What follows belongs to an exercise in optimizing a design on an open flow for a short achievable clock period and few clock cycles per item; a production flow would make more cautious choices.
In this exercise RTL edits were held to simulation tests only and were not proved equivalent to the original.
No activity file was given, so power comes from the tool's default toggle rates.

Setup of the baseline:
==> flow/design.v <==
`default_nettype none
module cpu(
	input clk,
	input rst,
	output reg [31:0] address,
	input [31:0] dataIn,
	output reg [31:0] dataOut,
	output reg writeEnable,
	output reg [3:0] writeMask,
	output reg transactionBegin,
	input transactionEnd
);
localparam [6:0] OPIMM = 7'd19;
localparam [6:0] LUI   = 7'd55;
localparam [6:0] AUIPC = 7'd23;
localparam [6:0] OP    = 7'd51;
localparam [6:0] JAL   = 7'd111;
localparam [6:0] JALR  = 7'd103;
localparam [6:0] BR    = 7'd99;
localparam [6:0] LD    = 7'd3;
localparam [6:0] ST    = 7'd35;
localparam [26:0] RF   = 27'h7000000;    
reg phF, phA, phB, phM, phW, phZ, phY, phP;
reg fresh;          
reg [31:0] pc;      
reg [31:0] pc4;     
reg [31:0] pcB;     
reg [31:0] jbase;   
reg [31:0] j4;      
reg [31:0] eaddr;   
reg [31:0] t1, t0;  
reg sx7, sx15;      
reg [31:0] ir;      
reg [31:0] r1;      
reg [31:0] r1s;     
reg [31:0] imm;     
reg [31:0] r2x;     
reg zcin;           
reg [4:0] zsa;      
reg brFlag;         
wire [6:0] op  = ir[6:0];
wire [2:0] f3  = ir[14:12];
wire [6:0] f7  = ir[31:25];
wire [4:0] rs2 = ir[24:20];
wire [4:0] rd  = ir[11:7];
wire iOPIMM = op == OPIMM;
wire iAUIPC = op == AUIPC;
wire iOP    = op == OP;
wire iJAL   = op == JAL;
wire iJALR  = op == JALR;
wire iBR    = op == BR;
wire iLD    = op == LD;
wire iST    = op == ST;
wire [31:0] Bimm  = { {20{ir[31]}}, ir[7], ir[30:25], ir[11:8], 1'b0 };
wire [31:0] Jimm  = { {12{ir[31]}}, ir[19:12], ir[20], ir[30:21], 1'b0 };
wire [31:0] Uimm  = { ir[31:12], 12'h000 };
wire [31:0] S2imm = { {20{ir[31]}}, ir[30:25], ir[11:7], 1'b0 };
wire [31:0] rdAddr = { RF, rd };
wire f7ok = f7 == 7'd0 || f7 == 7'd16;
wire zOp = f3 == 3'd0 || f3 == 3'd2 || f3 == 3'd3;
wire subOp = f3 == 3'd2 || f3 == 3'd3 || (f3 == 3'd0 && f7 == 7'd16);
wire [31:0] Iimm = { {20{ir[31]}}, ir[31:20] };
wire immSub = iOPIMM && (f3 == 3'd2 || f3 == 3'd3);
wire opSub = (iOP && subOp) || iBR;
wire [6:0] dop  = dataIn[6:0];
wire [2:0] df3  = dataIn[14:12];
wire [4:0] drs1 = dataIn[19:15];
wire [4:0] drs2 = dataIn[24:20];
wire [4:0] drd  = dataIn[11:7];
wire [31:0] dI  = { {20{dataIn[31]}}, dataIn[31:20] };
wire [31:0] dS2 = { {20{dataIn[31]}}, dataIn[30:25], dataIn[11:7], 1'b0 };
function [31:0] rev;
	input [31:0] x;
	integer i;
	begin
		for (i = 0; i < 32; i = i + 1) rev[i] = x[31 - i];
	end
endfunction
function flagF;
	input eq;
	input neg;
	input [2:0] f3;
	begin
		case (f3)
			3'd0: flagF = eq;
			3'd1: flagF = ~eq;
			3'd2, 3'd3: flagF = 1'b0;
			default: flagF = neg;
		endcase
	end
endfunction
wire logicOp = f3 == 3'd4 || f3 == 3'd6 || f3 == 3'd7;
function [63:0] logicT;    
	input [31:0] k;
	input [2:0] f3;
	begin
		case (f3)
			3'd4: logicT = {~k, k};
			3'd6: logicT = {32'hffffffff, k};
			default: logicT = {k, 32'd0};
		endcase
	end
endfunction
wire flagA = flagF(dataIn == 32'd0, dataIn[31], f3);
wire [31:0] dB = r1 - dataIn;
wire flagB = flagF(r1 == dataIn, dB[31], f3);
wire [31:0] perBit = (dataIn & t1) | (~dataIn & t0) |
                     ({32{sx7 & dataIn[7]}} & 32'hffffff00) | ({32{sx15 & dataIn[15]}} & 32'hffff0000);
wire [33:0] zfull = {1'b0, r1, 1'b1} + {1'b0, r2x, zcin};
wire [31:0] zsum = zfull[32:1];
wire zcout = zfull[33];
wire [31:0] zp = r1 ^ r2x;
wire [31:0] zo = r1 | r2x;
wire [7:0] zlo = {1'b0, r1[6:0]} + {1'b0, r2x[6:0]} + {7'd0, zcin};
wire zsmall = (zlo[7] == zp[7]) && (zp[31:8] == zo[30:7]);
wire [31:0] zsh = r1s << zsa;
reg [31:0] aluZ;
always @(*) begin
	case (f3)
		3'd0: aluZ = (f7 == 7'd0 || (iOP && f7 == 7'd16)) ? zsum : 32'd0;
		3'd1: aluZ = zsh;
		3'd2: aluZ = {31'd0, zcout};
		3'd3: aluZ = {31'd0, ~zsmall};
		3'd5: aluZ = f7ok ? rev(zsh) : 32'd0;
		3'd4, 3'd6: aluZ = imm;
		default: aluZ = 32'd0;
	endcase
end
reg [3:0] smask;
always @(*) begin
	case (f3)
		3'd0: smask = 4'b0001;
		3'd1: smask = 4'b0011;
		3'd2: smask = 4'b1111;
		default: smask = 4'b0000;
	endcase
end
wire [31:0] pcB_now = pc + Bimm;
reg nF, nA, nB, nM, nW, nZ, nY, nP;
reg nbeg, nwe;
reg [3:0] nwm;
reg [31:0] naddr, ndout;
reg [31:0] ea, zaddr, zdata;
reg [63:0] tt;
always @(*) begin
	nF = 0; nA = 0; nB = 0; nM = 0; nW = 0; nZ = 0; nY = 0; nP = 0;
	nbeg = 1; nwe = 0; nwm = 4'hf;
	if (phF) begin
		if (dop == OPIMM || dop == LD || dop == JALR || dop == OP || dop == BR || dop == ST) begin
			if (drs1 != 5'd0) nA = 1;
			else if (dop == LD) nM = 1;
			else if (dop == JALR) begin nW = 1; nwe = 1; end
			else if (dop != OPIMM && drs2 != 5'd0) nB = 1;
			else begin nP = 1; nbeg = 0; end
		end
		else if (dop == LUI || dop == JAL) begin nW = 1; nwe = 1; end
		else if (dop == AUIPC) begin nZ = 1; nbeg = 0; end
		else nF = 1;
	end
	else if (phA) begin
		if ((iOP || iBR || iST) && rs2 != 5'd0) nB = 1;
		else if (((iOPIMM || iOP) && logicOp) || iJALR) begin nW = 1; nwe = 1; end
		else if (iBR) begin
			nY = ~f3[1] | f3[2]; nF = ~nY; nbeg = nF;
		end
		else begin nZ = 1; nbeg = 0; end
	end
	else if (phB) begin
		if (iST) begin nM = 1; nwe = 1; nwm = smask; end
		else if (iBR) begin nY = ~f3[1] | f3[2]; nF = ~nY; nbeg = nF; end
		else if (logicOp) begin nW = 1; nwe = 1; end
		else begin nZ = 1; nbeg = 0; end
	end
	else if (phZ) begin
		if (iLD) nM = 1;
		else if (iST) begin nM = 1; nwe = 1; nwm = smask; end
		else if (iBR) nF = 1;
		else begin nW = 1; nwe = 1; end
	end
	else if (phM) begin
		if (iLD) begin nW = 1; nwe = 1; end
		else nF = 1;
	end
	else if (phP) begin nZ = 1; nbeg = 0; end
	else nF = 1;    
	if (phF) begin
		if (dop == OPIMM || dop == LD || dop == JALR || dop == OP || dop == BR || dop == ST) begin
			if (drs1 != 5'd0) naddr = { RF, drs1 };
			else if (dop == LD) naddr = dI;
			else if (dop == JALR) naddr = { RF, drd };
			else naddr = { RF, drs2 };
		end
		else if (dop == LUI || dop == JAL) naddr = { RF, drd };
		else naddr = pc;
	end
	else if (phZ) naddr = zaddr;
	else if (phY) naddr = brFlag ? pc4 : pcB;
	else if (phW && (iJAL || iJALR)) naddr = jbase + j4;
	else naddr = eaddr;
	if (phF) ndout = (dop == LUI) ? { dataIn[31:12], 12'h000 } : pc;
	else if (phZ) ndout = zdata;
	else ndout = perBit;
	if (iLD || iST) zaddr = zsum;
	else if (iBR) zaddr = (f3 == 3'd0) ? pc4 : pcB_now;    
	else zaddr = rdAddr;
	if (iAUIPC) zdata = pc + Uimm;
	else if (iST) zdata = 32'd0;
	else zdata = aluZ;
	if (phA) ea = ((iOP || iBR || iST) && rs2 != 5'd0) ? { RF, rs2 } : iBR ? pcB_now : rdAddr;
	else if (phB) ea = iST ? r1 + S2imm : iBR ? pcB_now : rdAddr;
	else if (phM) ea = iLD ? rdAddr : pc4;
	else ea = pc4;
	if (phA) tt = iJALR ? {pc, pc} : logicT(imm, f3);
	else if (phB) tt = iST ? {32'hffffffff, 32'd0} : logicT(r1, f3);
	else begin
		case (f3)
			3'd0, 3'd4: tt = {32'h000000ff, 32'd0};
			3'd1, 3'd5: tt = {32'h0000ffff, 32'd0};
			default: tt = {32'hffffffff, 32'd0};
		endcase
	end
end
always @(posedge clk) begin
	if (rst) begin
		phF <= 1; phA <= 0; phB <= 0; phM <= 0; phW <= 0; phZ <= 0; phY <= 0; phP <= 0;
		fresh <= 0;
		zsa <= 0;
		transactionBegin <= 1;
		address <= 0;
		dataOut <= 0;
		writeEnable <= 0;
		writeMask <= 0;
		pc <= 0;
		pc4 <= 0;
		pcB <= 0;
		jbase <= 0;
		j4 <= 0;
		eaddr <= 0;
		t1 <= 0;
		t0 <= 0;
		sx7 <= 0;
		sx15 <= 0;
		ir <= 0;
		r1 <= 0;
		r1s <= 0;
		imm <= 0;
		r2x <= 0;
		zcin <= 0;
		brFlag <= 0;
	end
	else begin
		address <= naddr;
		dataOut <= ndout;
		writeEnable <= nwe;
		writeMask <= nwm;
		if (transactionBegin) begin
			transactionBegin <= 0;
		end
		else if (phZ || phY || phP || transactionEnd) begin
			transactionBegin <= nbeg;
			phF <= nF; phA <= nA; phB <= nB; phM <= nM; phW <= nW; phZ <= nZ; phY <= nY; phP <= nP;
		end
		if (transactionBegin && phF) pc <= address;
		pc4 <= pc + 32'd4;
		pcB <= pcB_now;
		jbase <= iJAL ? pc : r1;
		j4 <= Jimm + 32'd4;
		eaddr <= ea;
		{t1, t0} <= tt;
		sx7 <= phM && iLD && f3 == 3'd4;
		sx15 <= phM && iLD && f3 == 3'd5;
		brFlag <= phA ? flagA : flagB;
		if (phF) begin
			ir <= dataIn;
			r1 <= 0;
			r1s <= 0;
			imm <= (dop == OPIMM) ? dI : 32'd0;
			zsa <= (dop == OPIMM) ? dataIn[24:20] : 5'd0;
		end
		if (phA) begin
			r1 <= dataIn;
			r1s <= (f3 == 3'd5) ? rev(dataIn) : dataIn;
		end
		fresh <= phF && transactionEnd;
		if (fresh) begin
			if (iOPIMM) r2x <= immSub ? ~Iimm : Iimm;
			else if (iLD) r2x <= Iimm;
			else if (iST) r2x <= S2imm;
			else r2x <= {32{opSub}};
			zcin <= immSub | opSub;
		end
		if (phB) begin
			r2x <= subOp ? ~dataIn : dataIn;
			zsa <= dataIn[4:0];
		end
	end
end
endmodule
make LEC_CHECK=0 ABC_CLOCK_PERIOD_IN_PS=2500 CAP_MARGIN=20 CORE_MARGIN=2 CORE_UTILIZATION=25 PLACE_DENSITY=0.45 SETUP_SLACK_MARGIN=5 SLEW_MARGIN=20 TNS_END_PERCENT=100 finish   # period 8.0 ns
run.sh (not shown) runs the stock make flow with config.mk's settings and CLKGATE_MAP_FILE= SYNTH_SCRIPT=/design/flow/synth_recipe.tcl, a recipe that flattens the netlist after the stock synthesis.
Testbench counts of the baseline, summed over its fixed seeds: cycles 259,151, transactions 96,000.
diff inputs: the baseline => the candidate
diff --git a/flow/design.v b/flow/design.v
--- a/flow/design.v
+++ b/flow/design.v
@@ -31,10 +31,11 @@
 reg [31:0] t1, t0;  
 reg sx7, sx15;      
 reg [31:0] ir;      
 reg [31:0] r1;      
 reg [31:0] r1s;     
+reg zx;             
 reg [31:0] imm;     
 reg [31:0] r2x;     
 reg zcin;           
 reg [4:0] zsa;      
 reg brFlag;         
@@ -112,10 +113,20 @@
 wire [31:0] zp = r1 ^ r2x;
 wire [31:0] zo = r1 | r2x;
 wire [7:0] zlo = {1'b0, r1[6:0]} + {1'b0, r2x[6:0]} + {7'd0, zcin};
 wire zsmall = (zlo[7] == zp[7]) && (zp[31:8] == zo[30:7]);
 wire [31:0] zsh = r1s << zsa;
+reg [31:0] aluI;
+always @(*) begin
+	case (f3)
+		3'd0: aluI = (f7 == 7'd0) ? Iimm : 32'd0;
+		3'd2: aluI = {31'd0, Iimm == 32'd0};                                     
+		3'd3: aluI = {31'd0, ~(Iimm == 32'd0 || (ir[31:27] == 5'h1f && ir[26:20] != 7'd0))};   
+		3'd4, 3'd6: aluI = Iimm;
+		default: aluI = 32'd0;
+	endcase
+end
 reg [31:0] aluZ;
 always @(*) begin
 	case (f3)
 		3'd0: aluZ = (f7 == 7'd0 || (iOP && f7 == 7'd16)) ? zsum : 32'd0;
 		3'd1: aluZ = zsh;
@@ -133,11 +144,23 @@
 		3'd1: smask = 4'b0011;
 		3'd2: smask = 4'b1111;
 		default: smask = 4'b0000;
 	endcase
 end
-wire [31:0] pcB_now = pc + Bimm;
+function [31:0] addSx;
+	input [31:0] x;
+	input [15:0] o;
+	input s;
+	reg [16:0] lo;
+	begin
+		lo = {1'b0, x[15:0]} + {1'b0, o};
+		addSx[15:0] = lo[15:0];
+		addSx[31:16] = lo[16] ? (s ? x[31:16] : x[31:16] + 16'd1) : (s ? x[31:16] - 16'd1 : x[31:16]);
+	end
+endfunction
+wire [31:0] pcB_now = addSx(pc, Bimm[15:0], ir[31]);
+wire [31:0] sAddr_now = addSx(r1, S2imm[15:0], ir[31]);
 reg nF, nA, nB, nM, nW, nZ, nY, nP;
 reg nbeg, nwe;
 reg [3:0] nwm;
 reg [31:0] naddr, ndout;
 reg [31:0] ea, zaddr, zdata;
@@ -148,11 +171,12 @@
 	if (phF) begin
 		if (dop == OPIMM || dop == LD || dop == JALR || dop == OP || dop == BR || dop == ST) begin
 			if (drs1 != 5'd0) nA = 1;
 			else if (dop == LD) nM = 1;
 			else if (dop == JALR) begin nW = 1; nwe = 1; end
-			else if (dop != OPIMM && drs2 != 5'd0) nB = 1;
+			else if (dop == OPIMM) begin nZ = 1; nbeg = 0; end
+			else if (drs2 != 5'd0) nB = 1;
 			else begin nP = 1; nbeg = 0; end
 		end
 		else if (dop == LUI || dop == JAL) begin nW = 1; nwe = 1; end
 		else if (dop == AUIPC) begin nZ = 1; nbeg = 0; end
 		else nF = 1;
@@ -199,17 +223,18 @@
 	else naddr = eaddr;
 	if (phF) ndout = (dop == LUI) ? { dataIn[31:12], 12'h000 } : pc;
 	else if (phZ) ndout = zdata;
 	else ndout = perBit;
 	if (iLD || iST) zaddr = zsum;
-	else if (iBR) zaddr = (f3 == 3'd0) ? pc4 : pcB_now;    
+	else if (iBR) zaddr = (f3 == 3'd0) ? pc4 : pcB;    
 	else zaddr = rdAddr;
 	if (iAUIPC) zdata = pc + Uimm;
 	else if (iST) zdata = 32'd0;
+	else if (zx) zdata = aluI;
 	else zdata = aluZ;
 	if (phA) ea = ((iOP || iBR || iST) && rs2 != 5'd0) ? { RF, rs2 } : iBR ? pcB_now : rdAddr;
-	else if (phB) ea = iST ? r1 + S2imm : iBR ? pcB_now : rdAddr;
+	else if (phB) ea = iST ? sAddr_now : iBR ? pcB_now : rdAddr;
 	else if (phM) ea = iLD ? rdAddr : pc4;
 	else ea = pc4;
 	if (phA) tt = iJALR ? {pc, pc} : logicT(imm, f3);
 	else if (phB) tt = iST ? {32'hffffffff, 32'd0} : logicT(r1, f3);
 	else begin
@@ -222,10 +247,11 @@
 end
 always @(posedge clk) begin
 	if (rst) begin
 		phF <= 1; phA <= 0; phB <= 0; phM <= 0; phW <= 0; phZ <= 0; phY <= 0; phP <= 0;
 		fresh <= 0;
+		zx <= 0;
 		zsa <= 0;
 		transactionBegin <= 1;
 		address <= 0;
 		dataOut <= 0;
 		writeEnable <= 0;
@@ -280,10 +306,11 @@
 		if (phA) begin
 			r1 <= dataIn;
 			r1s <= (f3 == 3'd5) ? rev(dataIn) : dataIn;
 		end
 		fresh <= phF && transactionEnd;
+		zx <= phF && dop == OPIMM && drs1 == 5'd0;
 		if (fresh) begin
 			if (iOPIMM) r2x <= immSub ? ~Iimm : Iimm;
 			else if (iLD) r2x <= Iimm;
 			else if (iST) r2x <= S2imm;
 			else r2x <= {32{opSub}};
- The baseline and the candidate ended up with nearly the same starting density of the core.
- Of the baseline and the candidate, the candidate shows the lower fraction of the mapped netlist area in compound gates, with the baseline above it.
- Area after synthesis went down by a few percent going from the baseline to the candidate.
- Changes observed in the candidate relative to the baseline: number of CTS-inserted buffers saw a decrease; setup slack of the critical path after layout saw a decrease; worst slew margin relative to its limit saw an increase.
- On number of global-route vias before repair, the lower figure sits with the candidate, not the baseline.
- Looking only at total power, and setting everything else aside, the higher value of the baseline and the candidate goes to the baseline.
- NOTE number of gates given a new drive strength after cts the baseline->the candidate increased slightly
- On the candidate: routability congestion estimate from global placement is 2.6% higher than what the baseline gave.
- Compared to the baseline, the candidate has wire length per cell after detailed routing about 3% higher.
- The candidate | stages: all done | timing, DRC, antenna: all pass
- Looking at the baseline and the candidate, the flip-flop and latch area is a wash.
- Horizontal extent of the die (higher): the baseline
- | synthesis-to-layout area growth | the candidate vs the baseline | 2.4 points higher |
Testbench counts of the candidate, summed over its fixed seeds: cycles 258,280, transactions 96,000.

[what the ideal ports hide]
No port has a modelled driver above. Below, the same layouts with a new extraction and two added sets of constraints.
Step 1 assumes that a clkbuf_16 drives the clock port and a buf_2 every other input.
Step 2 also shifts input and output timing later by t, the mid clock arrival at the registers, as if the neighbouring blocks saw the same clock.
a / b / c = ideal / step 1 / step 2; a / b = the first two.
run	t, ns	setup WS [ns]	worst slew at a driven data input, ns
the baseline	0.766	4.884 / 4.935 / 4.169	0.09
the candidate	0.754	4.712 / 4.712 / 4.222	0.14
After both steps setup and hold are still met in every run listed. The setup slack of the baseline, which loses most, moves by +0.051 ns with the drivers and by -0.715 ns with both steps.
